What follows belongs to an exercise in optimizing a design on an open flow for small area; a production flow would make more cautious choices.
Only simulation tests tie the RTL to the original design; equivalence was not proved.

==> flow/design.v <==
module sqrt_u32 (
    input  wire        clk,
    input  wire        rst_n,
    input  wire        valid_in,
    input  wire [31:0] data_i,
    output wire        valid_out,
    output wire [15:0] data_o
);
    reg [1:0] v;
    always @(posedge clk or negedge rst_n)
        if (!rst_n) v <= 2'd0;
        else v <= {v[0], valid_in};
    assign valid_out = v[1];
    wire [9:0] r9_d;
    reg  [9:0] r9_q;
    wire [8:0] q9_d;
    reg  [8:0] q9_q;
    wire [13:0] x9_d;
    reg  [13:0] x9_q;
    always @(posedge clk) begin
        r9_q <= r9_d;
        q9_q <= q9_d;
        x9_q <= x9_d;
    end
    wire [13:0] r13_d;
    reg  [13:0] r13_q;
    wire [12:0] q13_d;
    reg  [12:0] q13_q;
    wire [5:0] x13_d;
    reg  [5:0] x13_q;
    always @(posedge clk) begin
        r13_q <= r13_d;
        q13_q <= q13_d;
        x13_q <= x13_d;
    end
    sqrt_seg0 u_seg0 (.x0(data_i), .r9(r9_d), .q9(q9_d), .x9(x9_d));
    sqrt_seg1 u_seg1 (.r9(r9_q), .q9(q9_q), .x9(x9_q), .r13(r13_d), .q13(q13_d), .x13(x13_d));
    sqrt_seg2 u_seg2 (.r13(r13_q), .q13(q13_q), .x13(x13_q), .q16(data_o));
endmodule
module sqrt_seg0 (
    input  wire [31:0] x0,
    output wire [9:0] r9,
    output wire [8:0] q9,
    output wire [13:0] x9
);
    wire [1:0] t0 = x0[31:30];
    wire [1:0] d0 = t0 - 2'd1;
    wire ge0 = |t0;
    wire [1:0] r1 = ge0 ? d0[1:0] : t0[1:0];
    wire [29:0] x1 = x0[29:0];
    wire [0:0] q1 = ge0;
    wire [3:0] t1 = {r1, x1[29:28]};
    wire [3:0] n1 = {1'b1, ~q1, 2'b10};
    wire [4:0] c1;
    wire [3:0] d1;
    assign c1[0] = 1'b1;
    assign d1[0] = t1[0] ^ n1[0] ^ c1[0];
    assign c1[1] = (t1[0] & n1[0]) | (t1[0] & c1[0]) | (n1[0] & c1[0]);
    assign d1[1] = t1[1] ^ n1[1] ^ c1[1];
    assign c1[2] = (t1[1] & n1[1]) | (t1[1] & c1[1]) | (n1[1] & c1[1]);
    assign d1[2] = t1[2] ^ n1[2] ^ c1[2];
    assign c1[3] = (t1[2] & n1[2]) | (t1[2] & c1[2]) | (n1[2] & c1[2]);
    assign d1[3] = t1[3] ^ n1[3] ^ c1[3];
    assign c1[4] = (t1[3] & n1[3]) | (t1[3] & c1[3]) | (n1[3] & c1[3]);
    wire ge1 = c1[4];
    wire [2:0] r2 = t1[2:0] ^ ({3{ge1}} & (n1[2:0] ^ c1[2:0]));
    wire [27:0] x2 = x1[27:0];
    wire [1:0] q2 = {q1, ge1};
    wire [4:0] t2 = {r2, x2[27:26]};
    wire [4:0] n2 = {1'b1, ~q2, 2'b10};
    wire [5:0] c2;
    wire [4:0] d2;
    assign c2[0] = 1'b1;
    assign d2[0] = t2[0] ^ n2[0] ^ c2[0];
    assign c2[1] = (t2[0] & n2[0]) | (t2[0] & c2[0]) | (n2[0] & c2[0]);
    assign d2[1] = t2[1] ^ n2[1] ^ c2[1];
    assign c2[2] = (t2[1] & n2[1]) | (t2[1] & c2[1]) | (n2[1] & c2[1]);
    assign d2[2] = t2[2] ^ n2[2] ^ c2[2];
    assign c2[3] = (t2[2] & n2[2]) | (t2[2] & c2[2]) | (n2[2] & c2[2]);
    assign d2[3] = t2[3] ^ n2[3] ^ c2[3];
    assign c2[4] = (t2[3] & n2[3]) | (t2[3] & c2[3]) | (n2[3] & c2[3]);
    assign d2[4] = t2[4] ^ n2[4] ^ c2[4];
    assign c2[5] = (t2[4] & n2[4]) | (t2[4] & c2[4]) | (n2[4] & c2[4]);
    wire ge2 = c2[5];
    wire [3:0] r3 = t2[3:0] ^ ({4{ge2}} & (n2[3:0] ^ c2[3:0]));
    wire [25:0] x3 = x2[25:0];
    wire [2:0] q3 = {q2, ge2};
    wire [5:0] t3 = {r3, x3[25:24]};
    wire [5:0] n3 = {1'b1, ~q3, 2'b10};
    wire [6:0] c3;
    wire [5:0] d3;
    assign c3[0] = 1'b1;
    assign d3[0] = t3[0] ^ n3[0] ^ c3[0];
    assign c3[1] = (t3[0] & n3[0]) | (t3[0] & c3[0]) | (n3[0] & c3[0]);
    assign d3[1] = t3[1] ^ n3[1] ^ c3[1];
    assign c3[2] = (t3[1] & n3[1]) | (t3[1] & c3[1]) | (n3[1] & c3[1]);
    assign d3[2] = t3[2] ^ n3[2] ^ c3[2];
    assign c3[3] = (t3[2] & n3[2]) | (t3[2] & c3[2]) | (n3[2] & c3[2]);
    assign d3[3] = t3[3] ^ n3[3] ^ c3[3];
    assign c3[4] = (t3[3] & n3[3]) | (t3[3] & c3[3]) | (n3[3] & c3[3]);
    assign d3[4] = t3[4] ^ n3[4] ^ c3[4];
    assign c3[5] = (t3[4] & n3[4]) | (t3[4] & c3[4]) | (n3[4] & c3[4]);
    assign d3[5] = t3[5] ^ n3[5] ^ c3[5];
    assign c3[6] = (t3[5] & n3[5]) | (t3[5] & c3[5]) | (n3[5] & c3[5]);
    wire ge3 = c3[6];
    wire [4:0] r4 = t3[4:0] ^ ({5{ge3}} & (n3[4:0] ^ c3[4:0]));
    wire [23:0] x4 = x3[23:0];
    wire [3:0] q4 = {q3, ge3};
    wire [6:0] t4 = {r4, x4[23:22]};
    wire [6:0] n4 = {1'b1, ~q4, 2'b10};
    wire [7:0] c4;
    wire [6:0] d4;
    assign c4[0] = 1'b1;
    assign d4[0] = t4[0] ^ n4[0] ^ c4[0];
    assign c4[1] = (t4[0] & n4[0]) | (t4[0] & c4[0]) | (n4[0] & c4[0]);
    assign d4[1] = t4[1] ^ n4[1] ^ c4[1];
    assign c4[2] = (t4[1] & n4[1]) | (t4[1] & c4[1]) | (n4[1] & c4[1]);
    assign d4[2] = t4[2] ^ n4[2] ^ c4[2];
    assign c4[3] = (t4[2] & n4[2]) | (t4[2] & c4[2]) | (n4[2] & c4[2]);
    assign d4[3] = t4[3] ^ n4[3] ^ c4[3];
    assign c4[4] = (t4[3] & n4[3]) | (t4[3] & c4[3]) | (n4[3] & c4[3]);
    assign d4[4] = t4[4] ^ n4[4] ^ c4[4];
    assign c4[5] = (t4[4] & n4[4]) | (t4[4] & c4[4]) | (n4[4] & c4[4]);
    assign d4[5] = t4[5] ^ n4[5] ^ c4[5];
    assign c4[6] = (t4[5] & n4[5]) | (t4[5] & c4[5]) | (n4[5] & c4[5]);
    assign d4[6] = t4[6] ^ n4[6] ^ c4[6];
    assign c4[7] = (t4[6] & n4[6]) | (t4[6] & c4[6]) | (n4[6] & c4[6]);
    wire ge4 = c4[7];
    wire [5:0] r5 = t4[5:0] ^ ({6{ge4}} & (n4[5:0] ^ c4[5:0]));
    wire [21:0] x5 = x4[21:0];
    wire [4:0] q5 = {q4, ge4};
    wire [7:0] t5 = {r5, x5[21:20]};
    wire [7:0] n5 = {1'b1, ~q5, 2'b10};
    wire [8:0] c5;
    wire [7:0] d5;
    assign c5[0] = 1'b1;
    assign d5[0] = t5[0] ^ n5[0] ^ c5[0];
    assign c5[1] = (t5[0] & n5[0]) | (t5[0] & c5[0]) | (n5[0] & c5[0]);
    assign d5[1] = t5[1] ^ n5[1] ^ c5[1];
    assign c5[2] = (t5[1] & n5[1]) | (t5[1] & c5[1]) | (n5[1] & c5[1]);
    assign d5[2] = t5[2] ^ n5[2] ^ c5[2];
    assign c5[3] = (t5[2] & n5[2]) | (t5[2] & c5[2]) | (n5[2] & c5[2]);
    assign d5[3] = t5[3] ^ n5[3] ^ c5[3];
    assign c5[4] = (t5[3] & n5[3]) | (t5[3] & c5[3]) | (n5[3] & c5[3]);
    assign d5[4] = t5[4] ^ n5[4] ^ c5[4];
    assign c5[5] = (t5[4] & n5[4]) | (t5[4] & c5[4]) | (n5[4] & c5[4]);
    assign d5[5] = t5[5] ^ n5[5] ^ c5[5];
    assign c5[6] = (t5[5] & n5[5]) | (t5[5] & c5[5]) | (n5[5] & c5[5]);
    assign d5[6] = t5[6] ^ n5[6] ^ c5[6];
    assign c5[7] = (t5[6] & n5[6]) | (t5[6] & c5[6]) | (n5[6] & c5[6]);
    assign d5[7] = t5[7] ^ n5[7] ^ c5[7];
    assign c5[8] = (t5[7] & n5[7]) | (t5[7] & c5[7]) | (n5[7] & c5[7]);
    wire ge5 = c5[8];
    wire [6:0] r6 = t5[6:0] ^ ({7{ge5}} & (n5[6:0] ^ c5[6:0]));
    wire [19:0] x6 = x5[19:0];
    wire [5:0] q6 = {q5, ge5};
    wire [8:0] t6 = {r6, x6[19:18]};
    wire [8:0] n6 = {1'b1, ~q6, 2'b10};
    wire [9:0] c6;
    wire [8:0] d6;
    assign c6[0] = 1'b1;
    assign d6[0] = t6[0] ^ n6[0] ^ c6[0];
    assign c6[1] = (t6[0] & n6[0]) | (t6[0] & c6[0]) | (n6[0] & c6[0]);
    assign d6[1] = t6[1] ^ n6[1] ^ c6[1];
    assign c6[2] = (t6[1] & n6[1]) | (t6[1] & c6[1]) | (n6[1] & c6[1]);
    assign d6[2] = t6[2] ^ n6[2] ^ c6[2];
    assign c6[3] = (t6[2] & n6[2]) | (t6[2] & c6[2]) | (n6[2] & c6[2]);
    assign d6[3] = t6[3] ^ n6[3] ^ c6[3];
    assign c6[4] = (t6[3] & n6[3]) | (t6[3] & c6[3]) | (n6[3] & c6[3]);
    assign d6[4] = t6[4] ^ n6[4] ^ c6[4];
    assign c6[5] = (t6[4] & n6[4]) | (t6[4] & c6[4]) | (n6[4] & c6[4]);
    assign d6[5] = t6[5] ^ n6[5] ^ c6[5];
    assign c6[6] = (t6[5] & n6[5]) | (t6[5] & c6[5]) | (n6[5] & c6[5]);
    assign d6[6] = t6[6] ^ n6[6] ^ c6[6];
    assign c6[7] = (t6[6] & n6[6]) | (t6[6] & c6[6]) | (n6[6] & c6[6]);
    assign d6[7] = t6[7] ^ n6[7] ^ c6[7];
    assign c6[8] = (t6[7] & n6[7]) | (t6[7] & c6[7]) | (n6[7] & c6[7]);
    assign d6[8] = t6[8] ^ n6[8] ^ c6[8];
    assign c6[9] = (t6[8] & n6[8]) | (t6[8] & c6[8]) | (n6[8] & c6[8]);
    wire ge6 = c6[9];
    wire [7:0] r7 = t6[7:0] ^ ({8{ge6}} & (n6[7:0] ^ c6[7:0]));
    wire [17:0] x7 = x6[17:0];
    wire [6:0] q7 = {q6, ge6};
    wire [9:0] t7 = {r7, x7[17:16]};
    wire [9:0] n7 = {1'b1, ~q7, 2'b10};
    wire [10:0] c7;
    wire [9:0] d7;
    assign c7[0] = 1'b1;
    assign d7[0] = t7[0] ^ n7[0] ^ c7[0];
    assign c7[1] = (t7[0] & n7[0]) | (t7[0] & c7[0]) | (n7[0] & c7[0]);
    assign d7[1] = t7[1] ^ n7[1] ^ c7[1];
    assign c7[2] = (t7[1] & n7[1]) | (t7[1] & c7[1]) | (n7[1] & c7[1]);
    assign d7[2] = t7[2] ^ n7[2] ^ c7[2];
    assign c7[3] = (t7[2] & n7[2]) | (t7[2] & c7[2]) | (n7[2] & c7[2]);
    assign d7[3] = t7[3] ^ n7[3] ^ c7[3];
    assign c7[4] = (t7[3] & n7[3]) | (t7[3] & c7[3]) | (n7[3] & c7[3]);
    assign d7[4] = t7[4] ^ n7[4] ^ c7[4];
    assign c7[5] = (t7[4] & n7[4]) | (t7[4] & c7[4]) | (n7[4] & c7[4]);
    assign d7[5] = t7[5] ^ n7[5] ^ c7[5];
    assign c7[6] = (t7[5] & n7[5]) | (t7[5] & c7[5]) | (n7[5] & c7[5]);
    assign d7[6] = t7[6] ^ n7[6] ^ c7[6];
    assign c7[7] = (t7[6] & n7[6]) | (t7[6] & c7[6]) | (n7[6] & c7[6]);
    assign d7[7] = t7[7] ^ n7[7] ^ c7[7];
    assign c7[8] = (t7[7] & n7[7]) | (t7[7] & c7[7]) | (n7[7] & c7[7]);
    assign d7[8] = t7[8] ^ n7[8] ^ c7[8];
    assign c7[9] = (t7[8] & n7[8]) | (t7[8] & c7[8]) | (n7[8] & c7[8]);
    assign d7[9] = t7[9] ^ n7[9] ^ c7[9];
    assign c7[10] = (t7[9] & n7[9]) | (t7[9] & c7[9]) | (n7[9] & c7[9]);
    wire ge7 = c7[10];
    wire [8:0] r8 = t7[8:0] ^ ({9{ge7}} & (n7[8:0] ^ c7[8:0]));
    wire [15:0] x8 = x7[15:0];
    wire [7:0] q8 = {q7, ge7};
    wire [10:0] t8 = {r8, x8[15:14]};
    wire [10:0] n8 = {1'b1, ~q8, 2'b10};
    wire [11:0] c8;
    wire [10:0] d8;
    assign c8[0] = 1'b1;
    assign d8[0] = t8[0] ^ n8[0] ^ c8[0];
    assign c8[1] = (t8[0] & n8[0]) | (t8[0] & c8[0]) | (n8[0] & c8[0]);
    assign d8[1] = t8[1] ^ n8[1] ^ c8[1];
    assign c8[2] = (t8[1] & n8[1]) | (t8[1] & c8[1]) | (n8[1] & c8[1]);
    assign d8[2] = t8[2] ^ n8[2] ^ c8[2];
    assign c8[3] = (t8[2] & n8[2]) | (t8[2] & c8[2]) | (n8[2] & c8[2]);
    assign d8[3] = t8[3] ^ n8[3] ^ c8[3];
    assign c8[4] = (t8[3] & n8[3]) | (t8[3] & c8[3]) | (n8[3] & c8[3]);
    assign d8[4] = t8[4] ^ n8[4] ^ c8[4];
    assign c8[5] = (t8[4] & n8[4]) | (t8[4] & c8[4]) | (n8[4] & c8[4]);
    assign d8[5] = t8[5] ^ n8[5] ^ c8[5];
    assign c8[6] = (t8[5] & n8[5]) | (t8[5] & c8[5]) | (n8[5] & c8[5]);
    assign d8[6] = t8[6] ^ n8[6] ^ c8[6];
    assign c8[7] = (t8[6] & n8[6]) | (t8[6] & c8[6]) | (n8[6] & c8[6]);
    assign d8[7] = t8[7] ^ n8[7] ^ c8[7];
    assign c8[8] = (t8[7] & n8[7]) | (t8[7] & c8[7]) | (n8[7] & c8[7]);
    assign d8[8] = t8[8] ^ n8[8] ^ c8[8];
    assign c8[9] = (t8[8] & n8[8]) | (t8[8] & c8[8]) | (n8[8] & c8[8]);
    assign d8[9] = t8[9] ^ n8[9] ^ c8[9];
    assign c8[10] = (t8[9] & n8[9]) | (t8[9] & c8[9]) | (n8[9] & c8[9]);
    assign d8[10] = t8[10] ^ n8[10] ^ c8[10];
    assign c8[11] = (t8[10] & n8[10]) | (t8[10] & c8[10]) | (n8[10] & c8[10]);
    wire ge8 = c8[11];
    assign r9 = ge8 ? d8[9:0] : t8[9:0];
    assign x9 = x8[13:0];
    assign q9 = {q8, ge8};
endmodule
module sqrt_seg1 (
    input  wire [9:0] r9,
    input  wire [8:0] q9,
    input  wire [13:0] x9,
    output wire [13:0] r13,
    output wire [12:0] q13,
    output wire [5:0] x13
);
    wire [11:0] t9 = {r9, x9[13:12]};
    wire [11:0] n9 = {1'b1, ~q9, 2'b10};
    wire [12:0] c9;
    wire [11:0] d9;
    assign c9[0] = 1'b1;
    assign d9[0] = t9[0] ^ n9[0] ^ c9[0];
    assign c9[1] = (t9[0] & n9[0]) | (t9[0] & c9[0]) | (n9[0] & c9[0]);
    assign d9[1] = t9[1] ^ n9[1] ^ c9[1];
    assign c9[2] = (t9[1] & n9[1]) | (t9[1] & c9[1]) | (n9[1] & c9[1]);
    assign d9[2] = t9[2] ^ n9[2] ^ c9[2];
    assign c9[3] = (t9[2] & n9[2]) | (t9[2] & c9[2]) | (n9[2] & c9[2]);
    assign d9[3] = t9[3] ^ n9[3] ^ c9[3];
    assign c9[4] = (t9[3] & n9[3]) | (t9[3] & c9[3]) | (n9[3] & c9[3]);
    assign d9[4] = t9[4] ^ n9[4] ^ c9[4];
    assign c9[5] = (t9[4] & n9[4]) | (t9[4] & c9[4]) | (n9[4] & c9[4]);
    assign d9[5] = t9[5] ^ n9[5] ^ c9[5];
    assign c9[6] = (t9[5] & n9[5]) | (t9[5] & c9[5]) | (n9[5] & c9[5]);
    assign d9[6] = t9[6] ^ n9[6] ^ c9[6];
    assign c9[7] = (t9[6] & n9[6]) | (t9[6] & c9[6]) | (n9[6] & c9[6]);
    assign d9[7] = t9[7] ^ n9[7] ^ c9[7];
    assign c9[8] = (t9[7] & n9[7]) | (t9[7] & c9[7]) | (n9[7] & c9[7]);
    assign d9[8] = t9[8] ^ n9[8] ^ c9[8];
    assign c9[9] = (t9[8] & n9[8]) | (t9[8] & c9[8]) | (n9[8] & c9[8]);
    assign d9[9] = t9[9] ^ n9[9] ^ c9[9];
    assign c9[10] = (t9[9] & n9[9]) | (t9[9] & c9[9]) | (n9[9] & c9[9]);
    assign d9[10] = t9[10] ^ n9[10] ^ c9[10];
    assign c9[11] = (t9[10] & n9[10]) | (t9[10] & c9[10]) | (n9[10] & c9[10]);
    assign d9[11] = t9[11] ^ n9[11] ^ c9[11];
    assign c9[12] = (t9[11] & n9[11]) | (t9[11] & c9[11]) | (n9[11] & c9[11]);
    wire ge9 = c9[12];
    wire [10:0] r10 = ge9 ? d9[10:0] : t9[10:0];
    wire [11:0] x10 = x9[11:0];
    wire [9:0] q10 = {q9, ge9};
    wire [12:0] t10 = {r10, x10[11:10]};
    wire [12:0] n10 = {1'b1, ~q10, 2'b10};
    wire [13:0] c10;
    wire [12:0] d10;
    assign c10[0] = 1'b1;
    assign d10[0] = t10[0] ^ n10[0] ^ c10[0];
    assign c10[1] = (t10[0] & n10[0]) | (t10[0] & c10[0]) | (n10[0] & c10[0]);
    assign d10[1] = t10[1] ^ n10[1] ^ c10[1];
    assign c10[2] = (t10[1] & n10[1]) | (t10[1] & c10[1]) | (n10[1] & c10[1]);
    assign d10[2] = t10[2] ^ n10[2] ^ c10[2];
    assign c10[3] = (t10[2] & n10[2]) | (t10[2] & c10[2]) | (n10[2] & c10[2]);
    assign d10[3] = t10[3] ^ n10[3] ^ c10[3];
    assign c10[4] = (t10[3] & n10[3]) | (t10[3] & c10[3]) | (n10[3] & c10[3]);
    assign d10[4] = t10[4] ^ n10[4] ^ c10[4];
    assign c10[5] = (t10[4] & n10[4]) | (t10[4] & c10[4]) | (n10[4] & c10[4]);
    assign d10[5] = t10[5] ^ n10[5] ^ c10[5];
    assign c10[6] = (t10[5] & n10[5]) | (t10[5] & c10[5]) | (n10[5] & c10[5]);
    assign d10[6] = t10[6] ^ n10[6] ^ c10[6];
    assign c10[7] = (t10[6] & n10[6]) | (t10[6] & c10[6]) | (n10[6] & c10[6]);
    assign d10[7] = t10[7] ^ n10[7] ^ c10[7];
    assign c10[8] = (t10[7] & n10[7]) | (t10[7] & c10[7]) | (n10[7] & c10[7]);
    assign d10[8] = t10[8] ^ n10[8] ^ c10[8];
    assign c10[9] = (t10[8] & n10[8]) | (t10[8] & c10[8]) | (n10[8] & c10[8]);
    assign d10[9] = t10[9] ^ n10[9] ^ c10[9];
    assign c10[10] = (t10[9] & n10[9]) | (t10[9] & c10[9]) | (n10[9] & c10[9]);
    assign d10[10] = t10[10] ^ n10[10] ^ c10[10];
    assign c10[11] = (t10[10] & n10[10]) | (t10[10] & c10[10]) | (n10[10] & c10[10]);
    assign d10[11] = t10[11] ^ n10[11] ^ c10[11];
    assign c10[12] = (t10[11] & n10[11]) | (t10[11] & c10[11]) | (n10[11] & c10[11]);
    assign d10[12] = t10[12] ^ n10[12] ^ c10[12];
    assign c10[13] = (t10[12] & n10[12]) | (t10[12] & c10[12]) | (n10[12] & c10[12]);
    wire ge10 = c10[13];
    wire [11:0] r11 = t10[11:0] ^ ({12{ge10}} & (n10[11:0] ^ c10[11:0]));
    wire [9:0] x11 = x10[9:0];
    wire [10:0] q11 = {q10, ge10};
    wire [13:0] t11 = {r11, x11[9:8]};
    wire [13:0] n11 = {1'b1, ~q11, 2'b10};
    wire [14:0] c11;
    wire [13:0] d11;
    assign c11[0] = 1'b1;
    assign d11[0] = t11[0] ^ n11[0] ^ c11[0];
    assign c11[1] = (t11[0] & n11[0]) | (t11[0] & c11[0]) | (n11[0] & c11[0]);
    assign d11[1] = t11[1] ^ n11[1] ^ c11[1];
    assign c11[2] = (t11[1] & n11[1]) | (t11[1] & c11[1]) | (n11[1] & c11[1]);
    assign d11[2] = t11[2] ^ n11[2] ^ c11[2];
    assign c11[3] = (t11[2] & n11[2]) | (t11[2] & c11[2]) | (n11[2] & c11[2]);
    assign d11[3] = t11[3] ^ n11[3] ^ c11[3];
    assign c11[4] = (t11[3] & n11[3]) | (t11[3] & c11[3]) | (n11[3] & c11[3]);
    assign d11[4] = t11[4] ^ n11[4] ^ c11[4];
    assign c11[5] = (t11[4] & n11[4]) | (t11[4] & c11[4]) | (n11[4] & c11[4]);
    assign d11[5] = t11[5] ^ n11[5] ^ c11[5];
    assign c11[6] = (t11[5] & n11[5]) | (t11[5] & c11[5]) | (n11[5] & c11[5]);
    assign d11[6] = t11[6] ^ n11[6] ^ c11[6];
    assign c11[7] = (t11[6] & n11[6]) | (t11[6] & c11[6]) | (n11[6] & c11[6]);
    assign d11[7] = t11[7] ^ n11[7] ^ c11[7];
    assign c11[8] = (t11[7] & n11[7]) | (t11[7] & c11[7]) | (n11[7] & c11[7]);
    assign d11[8] = t11[8] ^ n11[8] ^ c11[8];
    assign c11[9] = (t11[8] & n11[8]) | (t11[8] & c11[8]) | (n11[8] & c11[8]);
    assign d11[9] = t11[9] ^ n11[9] ^ c11[9];
    assign c11[10] = (t11[9] & n11[9]) | (t11[9] & c11[9]) | (n11[9] & c11[9]);
    assign d11[10] = t11[10] ^ n11[10] ^ c11[10];
    assign c11[11] = (t11[10] & n11[10]) | (t11[10] & c11[10]) | (n11[10] & c11[10]);
    assign d11[11] = t11[11] ^ n11[11] ^ c11[11];
    assign c11[12] = (t11[11] & n11[11]) | (t11[11] & c11[11]) | (n11[11] & c11[11]);
    assign d11[12] = t11[12] ^ n11[12] ^ c11[12];
    assign c11[13] = (t11[12] & n11[12]) | (t11[12] & c11[12]) | (n11[12] & c11[12]);
    assign d11[13] = t11[13] ^ n11[13] ^ c11[13];
    assign c11[14] = (t11[13] & n11[13]) | (t11[13] & c11[13]) | (n11[13] & c11[13]);
    wire ge11 = c11[14];
    wire [12:0] r12 = t11[12:0] ^ ({13{ge11}} & (n11[12:0] ^ c11[12:0]));
    wire [7:0] x12 = x11[7:0];
    wire [11:0] q12 = {q11, ge11};
    wire [14:0] t12 = {r12, x12[7:6]};
    wire [14:0] n12 = {1'b1, ~q12, 2'b10};
    wire [15:0] c12;
    wire [14:0] d12;
    assign c12[0] = 1'b1;
    assign d12[0] = t12[0] ^ n12[0] ^ c12[0];
    assign c12[1] = (t12[0] & n12[0]) | (t12[0] & c12[0]) | (n12[0] & c12[0]);
    assign d12[1] = t12[1] ^ n12[1] ^ c12[1];
    assign c12[2] = (t12[1] & n12[1]) | (t12[1] & c12[1]) | (n12[1] & c12[1]);
    assign d12[2] = t12[2] ^ n12[2] ^ c12[2];
    assign c12[3] = (t12[2] & n12[2]) | (t12[2] & c12[2]) | (n12[2] & c12[2]);
    assign d12[3] = t12[3] ^ n12[3] ^ c12[3];
    assign c12[4] = (t12[3] & n12[3]) | (t12[3] & c12[3]) | (n12[3] & c12[3]);
    assign d12[4] = t12[4] ^ n12[4] ^ c12[4];
    assign c12[5] = (t12[4] & n12[4]) | (t12[4] & c12[4]) | (n12[4] & c12[4]);
    assign d12[5] = t12[5] ^ n12[5] ^ c12[5];
    assign c12[6] = (t12[5] & n12[5]) | (t12[5] & c12[5]) | (n12[5] & c12[5]);
    assign d12[6] = t12[6] ^ n12[6] ^ c12[6];
    assign c12[7] = (t12[6] & n12[6]) | (t12[6] & c12[6]) | (n12[6] & c12[6]);
    assign d12[7] = t12[7] ^ n12[7] ^ c12[7];
    assign c12[8] = (t12[7] & n12[7]) | (t12[7] & c12[7]) | (n12[7] & c12[7]);
    assign d12[8] = t12[8] ^ n12[8] ^ c12[8];
    assign c12[9] = (t12[8] & n12[8]) | (t12[8] & c12[8]) | (n12[8] & c12[8]);
    assign d12[9] = t12[9] ^ n12[9] ^ c12[9];
    assign c12[10] = (t12[9] & n12[9]) | (t12[9] & c12[9]) | (n12[9] & c12[9]);
    assign d12[10] = t12[10] ^ n12[10] ^ c12[10];
    assign c12[11] = (t12[10] & n12[10]) | (t12[10] & c12[10]) | (n12[10] & c12[10]);
    assign d12[11] = t12[11] ^ n12[11] ^ c12[11];
    assign c12[12] = (t12[11] & n12[11]) | (t12[11] & c12[11]) | (n12[11] & c12[11]);
    assign d12[12] = t12[12] ^ n12[12] ^ c12[12];
    assign c12[13] = (t12[12] & n12[12]) | (t12[12] & c12[12]) | (n12[12] & c12[12]);
    assign d12[13] = t12[13] ^ n12[13] ^ c12[13];
    assign c12[14] = (t12[13] & n12[13]) | (t12[13] & c12[13]) | (n12[13] & c12[13]);
    assign d12[14] = t12[14] ^ n12[14] ^ c12[14];
    assign c12[15] = (t12[14] & n12[14]) | (t12[14] & c12[14]) | (n12[14] & c12[14]);
    wire ge12 = c12[15];
    assign r13 = t12[13:0] ^ ({14{ge12}} & (n12[13:0] ^ c12[13:0]));
    assign x13 = x12[5:0];
    assign q13 = {q12, ge12};
endmodule
module sqrt_seg2 (
    input  wire [13:0] r13,
    input  wire [12:0] q13,
    input  wire [5:0] x13,
    output wire [15:0] q16
);
    wire [15:0] t13 = {r13, x13[5:4]};
    wire [15:0] n13 = {1'b1, ~q13, 2'b10};
    wire [16:0] c13;
    wire [15:0] d13;
    assign c13[0] = 1'b1;
    assign d13[0] = t13[0] ^ n13[0] ^ c13[0];
    assign c13[1] = (t13[0] & n13[0]) | (t13[0] & c13[0]) | (n13[0] & c13[0]);
    assign d13[1] = t13[1] ^ n13[1] ^ c13[1];
    assign c13[2] = (t13[1] & n13[1]) | (t13[1] & c13[1]) | (n13[1] & c13[1]);
    assign d13[2] = t13[2] ^ n13[2] ^ c13[2];
    assign c13[3] = (t13[2] & n13[2]) | (t13[2] & c13[2]) | (n13[2] & c13[2]);
    assign d13[3] = t13[3] ^ n13[3] ^ c13[3];
    assign c13[4] = (t13[3] & n13[3]) | (t13[3] & c13[3]) | (n13[3] & c13[3]);
    assign d13[4] = t13[4] ^ n13[4] ^ c13[4];
    assign c13[5] = (t13[4] & n13[4]) | (t13[4] & c13[4]) | (n13[4] & c13[4]);
    assign d13[5] = t13[5] ^ n13[5] ^ c13[5];
    assign c13[6] = (t13[5] & n13[5]) | (t13[5] & c13[5]) | (n13[5] & c13[5]);
    assign d13[6] = t13[6] ^ n13[6] ^ c13[6];
    assign c13[7] = (t13[6] & n13[6]) | (t13[6] & c13[6]) | (n13[6] & c13[6]);
    assign d13[7] = t13[7] ^ n13[7] ^ c13[7];
    assign c13[8] = (t13[7] & n13[7]) | (t13[7] & c13[7]) | (n13[7] & c13[7]);
    assign d13[8] = t13[8] ^ n13[8] ^ c13[8];
    assign c13[9] = (t13[8] & n13[8]) | (t13[8] & c13[8]) | (n13[8] & c13[8]);
    assign d13[9] = t13[9] ^ n13[9] ^ c13[9];
    assign c13[10] = (t13[9] & n13[9]) | (t13[9] & c13[9]) | (n13[9] & c13[9]);
    assign d13[10] = t13[10] ^ n13[10] ^ c13[10];
    assign c13[11] = (t13[10] & n13[10]) | (t13[10] & c13[10]) | (n13[10] & c13[10]);
    assign d13[11] = t13[11] ^ n13[11] ^ c13[11];
    assign c13[12] = (t13[11] & n13[11]) | (t13[11] & c13[11]) | (n13[11] & c13[11]);
    assign d13[12] = t13[12] ^ n13[12] ^ c13[12];
    assign c13[13] = (t13[12] & n13[12]) | (t13[12] & c13[12]) | (n13[12] & c13[12]);
    assign d13[13] = t13[13] ^ n13[13] ^ c13[13];
    assign c13[14] = (t13[13] & n13[13]) | (t13[13] & c13[13]) | (n13[13] & c13[13]);
    assign d13[14] = t13[14] ^ n13[14] ^ c13[14];
    assign c13[15] = (t13[14] & n13[14]) | (t13[14] & c13[14]) | (n13[14] & c13[14]);
    assign d13[15] = t13[15] ^ n13[15] ^ c13[15];
    assign c13[16] = (t13[15] & n13[15]) | (t13[15] & c13[15]) | (n13[15] & c13[15]);
    wire ge13 = c13[16];
    wire [14:0] r14 = ge13 ? d13[14:0] : t13[14:0];
    wire [3:0] x14 = x13[3:0];
    wire [13:0] q14 = {q13, ge13};
    wire [16:0] t14 = {r14, x14[3:2]};
    wire [16:0] n14 = {1'b1, ~q14, 2'b10};
    wire [17:0] c14;
    wire [16:0] d14;
    assign c14[0] = 1'b1;
    assign d14[0] = t14[0] ^ n14[0] ^ c14[0];
    assign c14[1] = (t14[0] & n14[0]) | (t14[0] & c14[0]) | (n14[0] & c14[0]);
    assign d14[1] = t14[1] ^ n14[1] ^ c14[1];
    assign c14[2] = (t14[1] & n14[1]) | (t14[1] & c14[1]) | (n14[1] & c14[1]);
    assign d14[2] = t14[2] ^ n14[2] ^ c14[2];
    assign c14[3] = (t14[2] & n14[2]) | (t14[2] & c14[2]) | (n14[2] & c14[2]);
    assign d14[3] = t14[3] ^ n14[3] ^ c14[3];
    assign c14[4] = (t14[3] & n14[3]) | (t14[3] & c14[3]) | (n14[3] & c14[3]);
    assign d14[4] = t14[4] ^ n14[4] ^ c14[4];
    assign c14[5] = (t14[4] & n14[4]) | (t14[4] & c14[4]) | (n14[4] & c14[4]);
    assign d14[5] = t14[5] ^ n14[5] ^ c14[5];
    assign c14[6] = (t14[5] & n14[5]) | (t14[5] & c14[5]) | (n14[5] & c14[5]);
    assign d14[6] = t14[6] ^ n14[6] ^ c14[6];
    assign c14[7] = (t14[6] & n14[6]) | (t14[6] & c14[6]) | (n14[6] & c14[6]);
    assign d14[7] = t14[7] ^ n14[7] ^ c14[7];
    assign c14[8] = (t14[7] & n14[7]) | (t14[7] & c14[7]) | (n14[7] & c14[7]);
    assign d14[8] = t14[8] ^ n14[8] ^ c14[8];
    assign c14[9] = (t14[8] & n14[8]) | (t14[8] & c14[8]) | (n14[8] & c14[8]);
    assign d14[9] = t14[9] ^ n14[9] ^ c14[9];
    assign c14[10] = (t14[9] & n14[9]) | (t14[9] & c14[9]) | (n14[9] & c14[9]);
    assign d14[10] = t14[10] ^ n14[10] ^ c14[10];
    assign c14[11] = (t14[10] & n14[10]) | (t14[10] & c14[10]) | (n14[10] & c14[10]);
    assign d14[11] = t14[11] ^ n14[11] ^ c14[11];
    assign c14[12] = (t14[11] & n14[11]) | (t14[11] & c14[11]) | (n14[11] & c14[11]);
    assign d14[12] = t14[12] ^ n14[12] ^ c14[12];
    assign c14[13] = (t14[12] & n14[12]) | (t14[12] & c14[12]) | (n14[12] & c14[12]);
    assign d14[13] = t14[13] ^ n14[13] ^ c14[13];
    assign c14[14] = (t14[13] & n14[13]) | (t14[13] & c14[13]) | (n14[13] & c14[13]);
    assign d14[14] = t14[14] ^ n14[14] ^ c14[14];
    assign c14[15] = (t14[14] & n14[14]) | (t14[14] & c14[14]) | (n14[14] & c14[14]);
    assign d14[15] = t14[15] ^ n14[15] ^ c14[15];
    assign c14[16] = (t14[15] & n14[15]) | (t14[15] & c14[15]) | (n14[15] & c14[15]);
    assign d14[16] = t14[16] ^ n14[16] ^ c14[16];
    assign c14[17] = (t14[16] & n14[16]) | (t14[16] & c14[16]) | (n14[16] & c14[16]);
    wire ge14 = c14[17];
    wire [17:0] a1_a = {d14[15:0], x14[1:0]};
    wire [17:0] a1_n = ~({1'b0, q14, 3'b101});
    wire [18:0] a1_c;
    assign a1_c[0] = 1'b1;
    assign a1_c[1] = (a1_a[0] & a1_n[0]) | (a1_a[0] & a1_c[0]) | (a1_n[0] & a1_c[0]);
    assign a1_c[2] = (a1_a[1] & a1_n[1]) | (a1_a[1] & a1_c[1]) | (a1_n[1] & a1_c[1]);
    assign a1_c[3] = (a1_a[2] & a1_n[2]) | (a1_a[2] & a1_c[2]) | (a1_n[2] & a1_c[2]);
    assign a1_c[4] = (a1_a[3] & a1_n[3]) | (a1_a[3] & a1_c[3]) | (a1_n[3] & a1_c[3]);
    assign a1_c[5] = (a1_a[4] & a1_n[4]) | (a1_a[4] & a1_c[4]) | (a1_n[4] & a1_c[4]);
    assign a1_c[6] = (a1_a[5] & a1_n[5]) | (a1_a[5] & a1_c[5]) | (a1_n[5] & a1_c[5]);
    assign a1_c[7] = (a1_a[6] & a1_n[6]) | (a1_a[6] & a1_c[6]) | (a1_n[6] & a1_c[6]);
    assign a1_c[8] = (a1_a[7] & a1_n[7]) | (a1_a[7] & a1_c[7]) | (a1_n[7] & a1_c[7]);
    assign a1_c[9] = (a1_a[8] & a1_n[8]) | (a1_a[8] & a1_c[8]) | (a1_n[8] & a1_c[8]);
    assign a1_c[10] = (a1_a[9] & a1_n[9]) | (a1_a[9] & a1_c[9]) | (a1_n[9] & a1_c[9]);
    assign a1_c[11] = (a1_a[10] & a1_n[10]) | (a1_a[10] & a1_c[10]) | (a1_n[10] & a1_c[10]);
    assign a1_c[12] = (a1_a[11] & a1_n[11]) | (a1_a[11] & a1_c[11]) | (a1_n[11] & a1_c[11]);
    assign a1_c[13] = (a1_a[12] & a1_n[12]) | (a1_a[12] & a1_c[12]) | (a1_n[12] & a1_c[12]);
    assign a1_c[14] = (a1_a[13] & a1_n[13]) | (a1_a[13] & a1_c[13]) | (a1_n[13] & a1_c[13]);
    assign a1_c[15] = (a1_a[14] & a1_n[14]) | (a1_a[14] & a1_c[14]) | (a1_n[14] & a1_c[14]);
    assign a1_c[16] = (a1_a[15] & a1_n[15]) | (a1_a[15] & a1_c[15]) | (a1_n[15] & a1_c[15]);
    assign a1_c[17] = (a1_a[16] & a1_n[16]) | (a1_a[16] & a1_c[16]) | (a1_n[16] & a1_c[16]);
    assign a1_c[18] = (a1_a[17] & a1_n[17]) | (a1_a[17] & a1_c[17]) | (a1_n[17] & a1_c[17]);
    wire a1 = a1_c[18];
    wire [17:0] a0_a = {t14[15:0], x14[1:0]};
    wire [17:0] a0_n = ~({1'b0, q14, 3'b001});
    wire [18:0] a0_c;
    assign a0_c[0] = 1'b1;
    assign a0_c[1] = (a0_a[0] & a0_n[0]) | (a0_a[0] & a0_c[0]) | (a0_n[0] & a0_c[0]);
    assign a0_c[2] = (a0_a[1] & a0_n[1]) | (a0_a[1] & a0_c[1]) | (a0_n[1] & a0_c[1]);
    assign a0_c[3] = (a0_a[2] & a0_n[2]) | (a0_a[2] & a0_c[2]) | (a0_n[2] & a0_c[2]);
    assign a0_c[4] = (a0_a[3] & a0_n[3]) | (a0_a[3] & a0_c[3]) | (a0_n[3] & a0_c[3]);
    assign a0_c[5] = (a0_a[4] & a0_n[4]) | (a0_a[4] & a0_c[4]) | (a0_n[4] & a0_c[4]);
    assign a0_c[6] = (a0_a[5] & a0_n[5]) | (a0_a[5] & a0_c[5]) | (a0_n[5] & a0_c[5]);
    assign a0_c[7] = (a0_a[6] & a0_n[6]) | (a0_a[6] & a0_c[6]) | (a0_n[6] & a0_c[6]);
    assign a0_c[8] = (a0_a[7] & a0_n[7]) | (a0_a[7] & a0_c[7]) | (a0_n[7] & a0_c[7]);
    assign a0_c[9] = (a0_a[8] & a0_n[8]) | (a0_a[8] & a0_c[8]) | (a0_n[8] & a0_c[8]);
    assign a0_c[10] = (a0_a[9] & a0_n[9]) | (a0_a[9] & a0_c[9]) | (a0_n[9] & a0_c[9]);
    assign a0_c[11] = (a0_a[10] & a0_n[10]) | (a0_a[10] & a0_c[10]) | (a0_n[10] & a0_c[10]);
    assign a0_c[12] = (a0_a[11] & a0_n[11]) | (a0_a[11] & a0_c[11]) | (a0_n[11] & a0_c[11]);
    assign a0_c[13] = (a0_a[12] & a0_n[12]) | (a0_a[12] & a0_c[12]) | (a0_n[12] & a0_c[12]);
    assign a0_c[14] = (a0_a[13] & a0_n[13]) | (a0_a[13] & a0_c[13]) | (a0_n[13] & a0_c[13]);
    assign a0_c[15] = (a0_a[14] & a0_n[14]) | (a0_a[14] & a0_c[14]) | (a0_n[14] & a0_c[14]);
    assign a0_c[16] = (a0_a[15] & a0_n[15]) | (a0_a[15] & a0_c[15]) | (a0_n[15] & a0_c[15]);
    assign a0_c[17] = (a0_a[16] & a0_n[16]) | (a0_a[16] & a0_c[16]) | (a0_n[16] & a0_c[16]);
    assign a0_c[18] = (a0_a[17] & a0_n[17]) | (a0_a[17] & a0_c[17]) | (a0_n[17] & a0_c[17]);
    wire a0 = a0_c[18];
    wire ge15 = ge14 ? a1 : a0;
    assign q16 = {q14, ge14, ge15};
endmodule
==> flow/flow/run.sh <==
#!/bin/bash
# Standard layout (standard.sh) with its own logic mapping:
# - synthesis keeps the pipeline-stage modules apart until after ABC (SYNTH_HIERARCHICAL=1)
#   and maps each with its own ABC script (flow/*.abc), so a stage with timing to spare is
#   mapped for area and one without is mapped for speed; the standard flow's synthesis script then
#   flattens the design as usual (no pass-through buffers: SYNTH_INSBUF=0). The registers all
#   sit in the top module, as in the RTL.
# - Yosys's full-adder extraction is skipped (ADDER_MAP_FILE empty), so ABC maps the carry
#   chains itself.
# - input and output ports get the smallest buffer (buf_1).
export BUFFER_PORTS_ARGS="-buffer_cell sky130_fd_sc_hd__buf_1"
# - clock tree without dummy loads.
export CTS_ARGS="-sink_clustering_enable -repair_clock_nets -buf_list sky130_fd_sc_hd__clkbuf_8 -dont_use_dummy_load"
set -euo pipefail
here=$(pwd)
sed 's|^\(\s*\)log_cmd abc {\*}$abc_args|\1source $::env(MY_ABC_TCL)|' \
  "$FLOW_HOME/scripts/synth.tcl" > "$here/synth_abc.tcl"
grep -q 'MY_ABC_TCL' "$here/synth_abc.tcl"
sed "s|\$::env(SCRIPTS_DIR)/synth.tcl|$here/synth_abc.tcl|" synth_recipe.tcl > "$here/synth_recipe_abc.tcl"
grep -q synth_abc.tcl "$here/synth_recipe_abc.tcl"
sed "s|SYNTH_SCRIPT=[^ ]*|SYNTH_SCRIPT=$here/synth_recipe_abc.tcl|" standard.sh > "$here/standard_abc.sh"
export ADDER_MAP_FILE=
export SYNTH_HIERARCHICAL=1
export SYNTH_INSBUF=0
export MY_ABC_TCL="$here/flow/abc_per_module.tcl"
export MY_ABC_MOD=" sqrt_seg0 $here/flow/u3.abc sqrt_seg1 $here/flow/u3.abc sqrt_seg2 $here/flow/s11.abc"
bash "$here/standard_abc.sh" > standard.log 2>&1
==> flow/flow/abc_per_module.tcl <==
# Sourced by synth_abc.tcl in place of ORFS's single abc call: each pipeline-stage module gets
# its own ABC script (MY_ABC_MOD is "module script ..."), then the top module (registers only)
# gets ORFS's script.
foreach {mod scr} $::env(MY_ABC_MOD) {
  log_cmd abc {*}[lreplace $abc_args 1 1 $scr] $mod
}
log_cmd abc {*}$abc_args $::env(DESIGN_NAME)
==> flow/flow/s11.abc <==
strash
dc2
dch -f
map -a
topo
stime -c
buffer -c
upsize -c
dnsize -c
==> flow/flow/u3.abc <==
strash
dc2
dch -f
map -B 0.9
topo
stime -c
buffer -c
dnsize -c
==> flow/standard.sh <==
#!/bin/bash
# synth_recipe.tcl (not shown) runs the flow's synth.tcl, then flattens the netlist and writes it again
# the make line also repeats each setting of config.mk as NAME=value (left out here)
make -C /OpenROAD-flow-scripts/flow DESIGN_CONFIG=/design/flow/config.mk WORK_HOME=/design/flow/orfs CLKGATE_MAP_FILE= SYNTH_SCRIPT=/design/flow/synth_recipe.tcl "${@:-finish}"
==> flow/config.mk <==
export PLATFORM = sky130hd
export DESIGN_NAME = sqrt_u32
export DESIGN_NICKNAME = sqrt_u32
export VERILOG_FILES = /design/flow/design.v
export SDC_FILE = /design/flow/constraint.sdc
export NUM_CORES = 4
export LEC_CHECK = 0
export ABC_AREA = 1
export CAP_MARGIN = 20
export CORE_MARGIN = 2
export CORE_UTILIZATION = 55
export CTS_BUF_LIST = sky130_fd_sc_hd__clkbuf_8
export GPL_TIMING_DRIVEN = 0
export PLACE_DENSITY = 0.65
export SETUP_SLACK_MARGIN = -0.55
export SLEW_MARGIN = 20
==> flow/constraint.sdc <==
create_clock -name core_clock -period 9.0 [get_ports {clk}]
set_input_delay 1.8000 -clock core_clock [delete_from_list [all_inputs] [get_ports {clk}]]
set_output_delay 1.8000 -clock core_clock [all_outputs]
set_load 0.01 [all_outputs]
==> results.txt, run 1 <==
* Status: no timing/DRC/antenna violations
* Reg clk slew, reported paths at 70 ps
* Fin crit share at 96.7%
* WP data arrival at 8930 ps
* Most frequent cells in the layout: nand2_1, nand3_1, inv_1, dfxtp_1, buf_1
* Synth Register Bits at 68
* Slew margin rel. at 61.7%
* Routed len/inst at roughly 11 µm
* Post-synthesis compound-gate area fraction at under 10%
* Global-route wire length before repair at 22.6 mm
* CP max stage delay at 180 ps
* Sequential fraction of the synthesis area at between 20% and 30%
* Final Critical Period at just under 9000 ps
* Synth-to-Final Area Change at 14.0%
* Share of layout cells above drive strength 1 at 10.9%
* Multiplexer share of the synthesized area at less than 1%
* Gpl congestion at slightly below 0.9
* Post-route ant nets at 0
* Peak fanout along the critical path at 10
* Rows at 38
* Die area at 11800 µm²
* Post-Synth XOR/XNOR Area at 11.4%
* Initial antenna violation count at 0
* Reg2Reg Depth at roughly 80
* Syn nets at 1078
* Final Cell Area at 6840 µm²
* Detailed Place HPWL at 11.1 mm
* Worst EP required at 9230 ps
* Post-Route WL at 13.8 mm
* Port bufs at between 50 and 60
* Worst Min Path Start: x9_q[1]
* Synth async-reset ratio at 2.94%
* Crit start category: input port
* Reg2reg start: q9_q[1]
* Clock latency (worst-skew pair) at 350 ps
* Synth cell types at 41
* Slew at the pin closest to its max-slew limit at ~570 ps
* Vias in the first global route at 5485
* Initial Utilization at 55.9%
* Nets at 1159
* Clock skew at 17.5 ps
* H-tree depth at 3
* Setup TNS at 0 ps
* Mapped Area at 6000 µm²
* Routed via count at 6338
* TritonCTS buffer count at 9
* Largest net degree at the start of global routing at 14
* GRT Util Overall at 23.3%
* CTS tree: done
* Synthesized area per cell at 5.75 µm²
* Synthesized instance count at 1043
* Synth Area in Adders at under 10%
* CP Capture Type: register
* DRC violations left at 0
* CTS Sinks at 68
* Detailed Route Iter0 Violations at 302
* Area after DPL at between 6000 and 7000 µm²
* Largest family of logic cells by synthesized area: simple AND/OR/NAND/NOR gates
* Die extent in y at 108 µm
* Core footprint at 10700 µm²
* Number of diodes at 0
* Ys Warns at 7
* Die X-Extent at 108 µm
* Leading cell type in the layout, fill and taps excluded: nand2_1
* Clk Tree Root Cell: clkbuf_8
* Pins Over Slew Limit at 0
* Number of synthesized flops with an enable pin at 0
* Crit path from: data_i[28]
* Io pins at 52
* Max Fclk at ~0.11 GHz
* Simple-gate share of the synthesized area at 47.6%
* # setup viols final at 0
* Vias per inst at 5.02
* Bufs on Longest Clock Path at 2
* Hold path cells at 0
* Post-synth top flop: dfxtp_1
* Critical path class: input port to register
* MaxCap Viol Count at 0
* TritonRoute pass-1 iters at 5
* Final hold violation count at 0
* Critical path's most frequent cell: nand2_1
* Gr ovfl total at 0
* Tightest Hold Check Type: register to register
* CP max stage cell: xor2_1
* Core Util, Final at between 60% and 70%
-- per-stage QoR --
stage | std cells | hold WS (ps) | setup WS (ps)
2_1_floorplan | 1043 | 310 | 725
3_3_place_gp | 1234 | 311 | -1240
3_5_place_dp | 1234 | 312 | -1230
4_1_cts | 1245 | 312 | -406
5_1_grt | 1262 | 335 | -646
6_report | 1262 | 313 | 295
-- cell usage after synthesis, types with 5 or more instances --
library cell / number / area, µm²
maj3_2: 5 / 56.3
nand2_2: 14 / 87.6
a221oi_1: 7 / 61.3
dfxtp_1: 66 / 1320
nand3_1: 119 / 596
nand4_1: 10 / 62.6
nor3_1: 10 / 50.1
xor2_1: 39 / 342
xnor2_1: 37 / 324
nor2_1: 35 / 131
or2_2: 8 / 50.1
o21ai_0: 43 / 215
a21oi_1: 15 / 75.1
inv_1: 118 / 443
nand3_2: 5 / 50.1
o21ai_1: 6 / 30.0
nand2_1: 460 / 1730
nand3b_1: 8 / 60.1
-- registers in the layout, summed over array words and instances, names as in the netlist --
name and flops:
r9_q 10, q13_q 13, x9_q 14, v 2, x13_q 6, q9_q 9, r13_q 14
-- worst max-delay path, delay by kind of cell --
family / cells / cell delay, ps
buf+inv: 5 / 490
xor+xnor: 1 / 180
compound gates: 2 / 140
simple gates: 63 / 6310
-- worst paths after layout --
kind	to	slack [ps]
max	r9_q[8]	290
min	x13_q[1]	310
max reg2reg	r13_q[12]	780
min reg2reg	x13_q[1]	310
max in group asynchronous	v[1]	7640
min in group asynchronous	v[0]	1240
-- modules after synthesis (local to each module, per instance) --
module | flip-flops and latches | times used
sqrt_seg0 | 0 | 1
sqrt_u32 | 68 | 1
sqrt_seg2 | 0 | 1
sqrt_seg1 | 0 | 1
-- routing by layer --
layer	wire length [µm]	GRT usage, %	vias up
li1	-	-	3489
met1	6100	26.4	2759
met2	7290	45.6	74
met3	258	3.32	16
met4	195	5.40	0
met5	0	0	-
-- layout make-up --
cell class	count	area, µm²
multi-input cells	850	4340
fillers	1135	3900
flip-flops and latches	68	1370
inverters	119	452
repair buffers	68	323
well taps	140	175
clock buffers	9	124
plain buffers	8	50.0
-- logic make-up after synthesis --
| group | after synthesis |
|---|---|
| simple gates | 674 |
| fa+ha+maj | 6 |
| xor+xnor | 77 |
| flops | 68 |
| compound gates | 89 |
| mux | 1 |
| buf+inv | 128 |
-- repair_timing --
item | 4_1_cts | 5_1_grt
resized for setup | 7 | 66
gates cloned | 0 | 3
endpoints found under the setup margin | 11 | 26
buffers inserted | 2 | 15
pin swaps | 1 | 11
hold buffers | 0 | 0
==> run 2, diff against run 1 <==
--- a/flow/config.mk
+++ b/flow/config.mk
@@ -12,5 +12,5 @@
 export CTS_BUF_LIST = sky130_fd_sc_hd__clkbuf_8
 export GPL_TIMING_DRIVEN = 0
 export PLACE_DENSITY = 0.65
-export SETUP_SLACK_MARGIN = -0.55
+export SETUP_SLACK_MARGIN = -0.5
 export SLEW_MARGIN = 20
==> run 2 against run 1 <==
- global-route usage unchanged
- synthesized cell count unchanged
- via count is essentially flat
- die area did not move
- wire length about the same
- cell count stayed put
- first-iteration DRC count down 10%
- core utilization is 0.082 points higher
- non-clock buffer count is the same
==> results.txt, run 2 <==
* Worst Setup EP: r9_q[8] (unchanged)
* CP max stage delay at 180 ps (about the same)
* Number of diodes at 0 (unchanged)
* Vias per inst at 5.02 (about the same)
* Synth Register Bits at 68 (unchanged)
* Initial antenna violation count at 0 (unchanged)
* Critical path class: input port to register (unchanged)
* Final hold violation count at 0 (unchanged)
* Synth async-reset ratio at 2.94% (unchanged)
* CP max stage cell: a21oi_2 (was xor2_1)
* Mapped Area at 6000 µm² (unchanged)
* CTS tree: done (unchanged)
* WP data arrival at 8900 ps (was 8930 ps)
* Vias in the first global route at 5485 (unchanged)
* Top-area cell type share of the netlist area at 28.8% (unchanged)
* Gr ovfl total at 0 (unchanged)
* Largest net degree at the start of global routing at 14 (unchanged)
* R2R Setup Slk at 810 ps (was 780 ps)
* Sequential fraction of the synthesis area at 22.8% (unchanged)
* Multiplexer share of the synthesized area at 0.167% (unchanged)
* MaxCap Viol Count at 0 (unchanged)
* Status: no timing/DRC/antenna violations (unchanged)
* Number of synthesized flops with an enable pin at 0 (unchanged)
* Port bufs at 51 (unchanged)
* Synth top area cells: nand2_1, dfxtp_1, nand3_1 (unchanged)
* Crit path max-delay family: simple AND/OR/NAND/NOR gates (unchanged)
* Global-route wire length before repair at 22.6 mm (unchanged)
* Leading cell type in the layout, fill and taps excluded: nand2_1 (unchanged)
* Post-Synth XOR/XNOR Area at 11.4% (unchanged)
* GRT Util Overall at 23.3% (unchanged)
* Clk Tree Root Cell: clkbuf_8 (unchanged)
* Synth cell types at 41 (unchanged)
* CP Capture Type: register (unchanged)
* Slew at the pin closest to its max-slew limit at 571 ps (was 575 ps)
* Ys Warns at 7 (unchanged)
* Area leader, netlist: nand2_1 (unchanged)
* Post-Route WL at 13.8 mm (about the same)
* Nets at 1159 (unchanged)
* Crit path depth at 72 (was 71)
* Synth cell count leaders: nand2_1, nand3_1, inv_1 (unchanged)
* Reg2Reg Capture Point: r13_q[11] (was r13_q[12])
* Worst EP required at 9230 ps (about the same)
* Fin crit share at 96.4% (was 96.7%)
* Share of layout cells above drive strength 1 at 11.2% (was 10.9%)
* H-tree depth at 3 (unchanged)
* Die area at 11800 µm² (unchanged)
* Slew margin rel. at 61.9% (was 61.7%)
* Syn nets at 1078 (unchanged)
* Most frequent cell after synthesis: nand2_1 (unchanged)
* Max Fclk at 0.115 GHz (about the same)
* Simple-gate share of the synthesized area at 47.6% (unchanged)
* Post-synthesis compound-gate area fraction at 8.78% (unchanged)
* Worst Min Path Start: x9_q[1] (unchanged)
* Fillers at 1130 (was 1135)
* Synth Area in Adders at 1.10% (unchanged)
* Clock skew at 17.6 ps (was 17.5 ps)
* Area of the multi-input gates at 4350 µm² (was 4340 µm²)
* WP buf/inv at 5 (unchanged)
* Routed via count at 6339 (was 6338)
* Routed len/inst at 11.0 µm (about the same)
* TritonRoute pass-1 iters at 5 (unchanged)
* Synth-to-Final Area Change at 14.1% (was 14.0%)
* DRC violations left at 0 (unchanged)
* # setup viols final at 0 (unchanged)
* Pins Over Slew Limit at 0 (unchanged)
* Largest family of logic cells by synthesized area: simple AND/OR/NAND/NOR gates (unchanged)
* Synthesized area per cell at 5.75 µm² (unchanged)
* Core footprint at 10700 µm² (unchanged)
* Rows at 38 (unchanged)
* Most frequent cells in the layout: nand2_1, nand3_1, inv_1, dfxtp_1, buf_1 (unchanged)
* Critical path's most frequent cell: nand2_1 (unchanged)
* CTS Hold Bufs at 0 (unchanged)
* Die X-Extent at 108 µm (unchanged)
* Reg2reg start: q9_q[1] (unchanged)
* Clock latency (worst-skew pair) at 350 ps (about the same)
* Reg2Reg Depth at 81 (unchanged)
* Peak fanout along the critical path at 10 (unchanged)
* CTS Sinks at 68 (unchanged)
* Fin cells at 1262 (unchanged)
* Biggest regs: r13_q: 14 flops, x9_q: 14 flops, q13_q: 13 flops (unchanged)
* Crit path from: data_i[28] (unchanged)
* Io pins at 52 (unchanged)
* Reg clk slew, reported paths at 70 ps (about the same)
* Synthesized instance count at 1043 (unchanged)
* Bufs on Longest Clock Path at 2 (unchanged)
* Gpl congestion at 0.879 (unchanged)
* Die extent in y at 108 µm (unchanged)
* Initial Utilization at 55.9% (unchanged)
* Post-route ant nets at 0 (unchanged)
* Detailed Route Iter0 Violations at 271 (was 302)
* Final Critical Period at 8670 ps (was 8710 ps)
* Tightest Hold Check Type: register to register (unchanged)
* Post-synth top flop: dfxtp_1 (unchanged)
* Detailed Place HPWL at 11.1 mm (unchanged)
* FF+latch area at 1370 µm² (unchanged)
* Placed cells at 1234 (unchanged)
* Crit start category: input port (unchanged)
* TritonCTS buffer count at 9 (unchanged)
==> run 2: repair_timing <==
| item | CTS | global route |
|---|---|---|
| pin swaps | 1 | 11 |
| setup buffers | 2 | 14 |
| setup endpoints to repair | 11 | 26 |
| gates cloned | 0 | 3 |
| gates resized for setup | 7 | 72 |
| hold endpoints to repair | 0 | 0 |
==> run 2: layer usage <==
layer | track usage [%] | vias up | share of wire (%)
met5 | 0 | - | 0
met4 | 5.40 | 0 | 1.5
met3 | 3.32 | 17 | 1.5
met2 | 45.6 | 52 | 53
met1 | 26.4 | 2779 | 44
li1 | - | 3491 | -
==> run 2: cell families (layout without fill, tap and decap cells) <==
kind of cell / after synthesis / after routing
AOI/OAI and AO/OA: 89 / 89
xor gates and xnor gates: 77 / 77
adders and majority gates: 6 / 6
buffers and inverters: 128 / 204
DFF: 68 / 68
muxes: 1 / 1
and+or+nand+nor: 674 / 677
==> run 2: worst min path at each step <==
stage,to,slack (ps),depth (start not counted)
2_1_floorplan,x13_q[0],310,0
3_3_place_gp,x13_q[4],310,0
6_report,x13_q[1],310,0
5_1_grt,x13_q[5],330,0
3_5_place_dp,x13_q[1],310,0
4_1_cts,x13_q[1],310,0
==> run 2: area by class of cell <==
class,count,share of cell area [%]
multi-input combinational,850,63.5
sequential,68,20.1
inverter,119,6.59
timing repair buffer,67,4.60
tap,140,2.56
clock buffer,9,1.81
buffer,9,0.840
==> run 2: Yosys stat by module, one instance, submodules excluded <==
module | cell area [µm²] | copies in the design | cells inside | flops+latches
sqrt_seg0 | 1490 | 1 | 324 | 0
sqrt_seg1 | 1710 | 1 | 376 | 0
sqrt_seg2 | 1440 | 1 | 275 | 0
sqrt_u32 | 1370 | 1 | 68 | 68
==> run 2: per-stage QoR <==
stage                     setup slack, ps  utilization (%)  instance area [µm²]  setup TNS, ps  hold slack (ps)
after CTS                            -406             60.7                 6530          -3490              312
after global placement              -1240             59.3                 6370         -12590              311
final                                 327             63.8                 6850              0              313
after global routing                 -623             63.8                 6850         -12370              335
after detailed placement            -1230             59.3                 6370         -12460              312
after floorplan                       725                -                 6000              0              310
==> run 3, diff against run 2 <==
--- a/flow/flow/run.sh
+++ b/flow/flow/run.sh
@@ -23,5 +23,5 @@
 export SYNTH_HIERARCHICAL=1
 export SYNTH_INSBUF=0
 export MY_ABC_TCL="$here/flow/abc_per_module.tcl"
-export MY_ABC_MOD=" sqrt_seg0 $here/flow/u3.abc sqrt_seg1 $here/flow/u3.abc sqrt_seg2 $here/flow/s11.abc"
+export MY_ABC_MOD=" sqrt_seg0 $here/flow/u3.abc sqrt_seg1 $here/flow/u3.abc sqrt_seg2 $here/flow/s2.abc"
 bash "$here/standard_abc.sh" > standard.log 2>&1
==> flow/flow/s2.abc (new file) <==
strash
dch
map -a
topo
stime -c
buffer -c
upsize -c
dnsize -c
removed: flow/flow/s11.abc
==> run 3 against run 2 <==
- the layout now fails its checks (setup timing)
- synthesized cell count is 1.5% lower
- global-route usage increased by 0.69 points
- die area is 0.51% lower
- core utilization up 1.2 points
- sequential share of layout area decreased by 0.20 points
- first-iteration DRC count up 2.2%
- wire length grew 5.1%
- clock skew increased by 9.0 ps
- worst hold slack improved by 18 ps
- sequential cell count is the same
- cell count down 0.32%
- critical path type is now register to output pin
==> results.txt, run 3 <==
* Area leader, netlist: nand2_1 (unchanged)
* Critical path's most frequent cell: maj3_2 (was nand2_1)
* Initial antenna violation count at 0 (unchanged)
* Clock latency (worst-skew pair) at 350 ps (about the same)
* Ys Warns at 7 (unchanged)
* Fin cells at 1258 (was 1262)
* Most frequent cell after synthesis: nand2_1 (unchanged)
* Detailed Place HPWL at 11.2 mm (was 11.1 mm)
* Nets at 1155 (was 1159)
* Share of layout cells above drive strength 1 at 13.3% (was 11.2%)
* Pins Over Slew Limit at 0 (unchanged)
* Slew at the pin closest to its max-slew limit at 630 ps (was 571 ps)
* Initial Utilization at 55.8% (was 55.9%)
* Number of synthesized flops with an enable pin at 0 (unchanged)
* Layout check failures: setup timing
* Final Critical Period at 9030 ps (was 8670 ps)
* Vias in the first global route at 5480 (was 5485)
* Bufs on Longest Clock Path at 2 (unchanged)
* Synth async-reset ratio at 2.94% (unchanged)
* Detailed Route Iter0 Violations at 277 (was 271)
* Area after DPL at 6340 µm² (was 6370 µm²)
* DRC violations left at 0 (unchanged)
* Top-area cell type share of the netlist area at 26.4% (was 28.8%)
* Sequential fraction of the synthesis area at 23.0% (was 22.8%)
* Setup TNS at -32.6 ps (was 0 ps)
* Rows at 38 (unchanged)
* WP data arrival at 7230 ps (was 8900 ps)
* Biggest regs: r13_q: 14 flops, x9_q: 14 flops, q13_q: 13 flops (unchanged)
* Die X-Extent at 108 µm (about the same)
* Final Cell Area at 6940 µm² (was 6850 µm²)
* Global-route wire length before repair at 22.9 mm (was 22.6 mm)
* H-tree depth at 3 (unchanged)
* Peak fanout along the critical path at 9 (was 10)
* CP Capture Type: output pin (was register)
* Synth cell types at 40 (was 41)
* CP max stage delay at 360 ps (was 180 ps)
* RSZ-0062 raised after global routing: true
* # setup viols final at 1 (was 0)
* Gr ovfl total at 0 (unchanged)
* Worst EP required at 7200 ps (was 9230 ps)
* Synth-to-Final Area Change at 16.3% (was 14.1%)
* Post-route ant nets at 0 (unchanged)
* Gpl congestion at 0.859 (was 0.879)
* Fillers at 1082 (was 1130)
* Clk Tree Root Cell: clkbuf_8 (unchanged)
* Io pins at 52 (unchanged)
* Final hold violation count at 0 (unchanged)
* MaxCap Viol Count at 0 (unchanged)
* Synth cell count leaders: nand2_1, nand3_1, inv_1 (unchanged)
* Mapped Area at 5970 µm² (was 6000 µm²)
* Core footprint at 10700 µm² (about the same)
* Port bufs at 51 (unchanged)
* Final hold slack at 331 ps (was 313 ps)
* Largest net degree at the start of global routing at 13 (was 14)
* Post-synth top flop: dfxtp_1 (unchanged)
* Reg clk slew, reported paths at 80 ps (was 70 ps)
* Crit start category: register (was input port)
* Max Fclk at 0.111 GHz (was 0.115 GHz)
* Syn nets at 1062 (was 1078)
* Worst setup margin at -32.6 ps (was 327 ps)
* Die area at 11700 µm² (was 11800 µm²)
* Most frequent cells in the layout: nand2_1, nand3_1, inv_1, dfxtp_1, nor2_1 (was nand2_1, nand3_1, inv_1, dfxtp_1, buf_1)
* Die extent in y at 108 µm (about the same)
* Post-Route WL at 14.6 mm (was 13.8 mm)
* Synth Register Bits at 68 (unchanged)
* Post-Place Setup Slack at -1250 ps (was -1230 ps)
* Synth top area cells: nand2_1, dfxtp_1, nand3_1 (unchanged)
* Tightest Hold Check Type: register to register (unchanged)
* Vias per inst at 5.10 (was 5.02)
* Number of diodes at 0 (unchanged)
* Clock skew at 26.5 ps (was 17.6 ps)
* Status: failed layout checks (was no timing/DRC/antenna violations)
* Placed cells at 1218 (was 1234)
* Critical path class: register to output pin (was input port to register)
* Leading cell type in the layout, fill and taps excluded: nand2_1 (unchanged)
* CTS tree: done (unchanged)
* Synthesized area per cell at 5.81 µm² (was 5.75 µm²)
* TritonRoute pass-1 iters at 5 (unchanged)
* Routed len/inst at 11.6 µm (was 11.0 µm)
* CP max stage cell: dfxtp_2 (was a21oi_2)
* GRT Util Overall at 24.0% (was 23.3%)
* Fin crit share at 100% (was 96.4%)
* CTS Sinks at 68 (unchanged)
* Slew margin rel. at 58.0% (was 61.9%)
* Synthesized instance count at 1027 (was 1043)
* TritonCTS buffer count at 9 (unchanged)
* Routed via count at 6422 (was 6339)
run 3: changes by cell type after synthesis, sizes merged, moves of 3 or more:
cell,change
inv,-10
o22ai,+3
maj3,+7
nand2,-42
o21ai,-7
nor2,+26
xnor2,-3
xor2,+5
a21oi,+5
a221oi,-6
run 3: cell type report:
type	count	area, µm²	share of cell area [%]
well taps	140	175	2.52
plain buffers	11	60.1	0.865
multi-input cells	842	4390	63.2
flip-flops and latches	68	1380	19.9
inverters	110	418	6.02
clock buffers	9	124	1.78
repair buffers	78	399	5.75
run 3: modules after synthesis, one instance, submodules excluded:
module     cell area [µm²]  copies in the design  cells  flops+latches
sqrt_seg2             1410                     1    259              0
sqrt_seg0             1490                     1    324              0
sqrt_u32              1370                     1     68             68
sqrt_seg1             1710                     1    376              0
run 3: worst paths after layout:
| check | startpoint | to | slack (ps) | depth (start not counted) |
|---|---|---|---|---|
| min | x9_q[0] | x13_q[0] | 330 | 0 |
| min reg2reg | x9_q[0] | x13_q[0] | 330 | 0 |
| min in group asynchronous | rst_n | v[0] | 1210 | 1 |
| max reg2reg | q9_q[1] | r13_q[12] | 610 | 70 |
| max in group asynchronous | rst_n | v[1] | 7640 | 1 |
| max | q13_q[0] | data_o[0] | -30 | 46 |
run 3: logic make-up after synthesis:
family                   after synthesis  synth area share (%)
adder cells (fa/ha/maj)               13                  2.43
flip-flops                            68                  23.0
AND/OR/NAND/NOR                      658                  46.8
XOR/XNOR                              79                  11.6
AO/OA/AOI/OAI                         88                  8.47
buffers and inverters                121                  7.77
run 3: metrics by stage:
step | util (%)
detailed placement | 59.2
global placement | 59.2
finish | 64.9
global route | 64.9
floorplan | -
CTS | 60.7
run 3: critical path, delay by kind of cell, from the launching register on:
kind	cells	cell delay, ps
DFF	1	360
AOI/OAI and AO/OA	5	580
buffers and inverters	4	370
adders and majority gates	12	3530
xor gates and xnor gates	2	330
and+or+nand+nor	23	1690
run 3: timing repair:
item | 4_1_cts | 5_1_grt
cloned | 0 | 4
pin swaps | 0 | 15
gates resized for setup | 7 | 76
endpoints found under the hold margin | 0 | 0
setup buffers | 0 | 27
setup endpoints to repair | 11 | 27
hold buffers | 0 | 0
run 3: per-layer routing:
layer / up-vias / GRT usage (%) / part of all wire, % / wire length [µm]
met3: 32 / 3.86 / 2.6 / 382
li1: 3484 / - / - / -
met1: 2810 / 26.9 / 43 / 6210
met4: 0 / 6.50 / 2.8 / 414
met2: 96 / 46.6 / 52 / 7550
met5: - / 0 / 0 / 0

separate check: timing with driven ports:
Ports are ideal in the flow. The routed layouts listed here were re-timed in OpenROAD.
Step 1 (the two cells are an assumption about what drives the block):
set clk [get_ports {clk}]
set_driving_cell -lib_cell sky130_fd_sc_hd__clkbuf_16 $clk
set_driving_cell -lib_cell sky130_fd_sc_hd__buf_2 [delete_from_list [all_inputs] $clk]
Step 2 moves the port delays by t, midway between the first and last clock arrival at a register: inputs arrive t later, outputs are due t later. That takes back most of the time a late clock gives input paths.
Slacks: ideal / step 1 / step 2; pairs: ideal / step 1.
| run | t, ns | setup slack, ns | worst slew at a driven data input, ns |
|---|---|---|---|
| run 1 | 0.365 | 0.295 / 0.306 / -0.059 | 0.04 |
| run 2 | 0.364 | 0.327 / 0.336 / -0.028 | 0.04 |
| run 3 | 0.370 | -0.033 / -0.068 / -0.067 | 0.04 |
With both steps, setup timing fails in run 1 and run 2, where it was met with ideal ports. The setup slack of run 2, which loses most, moves by +0.009 ns with the drivers and by -0.355 ns with both steps.
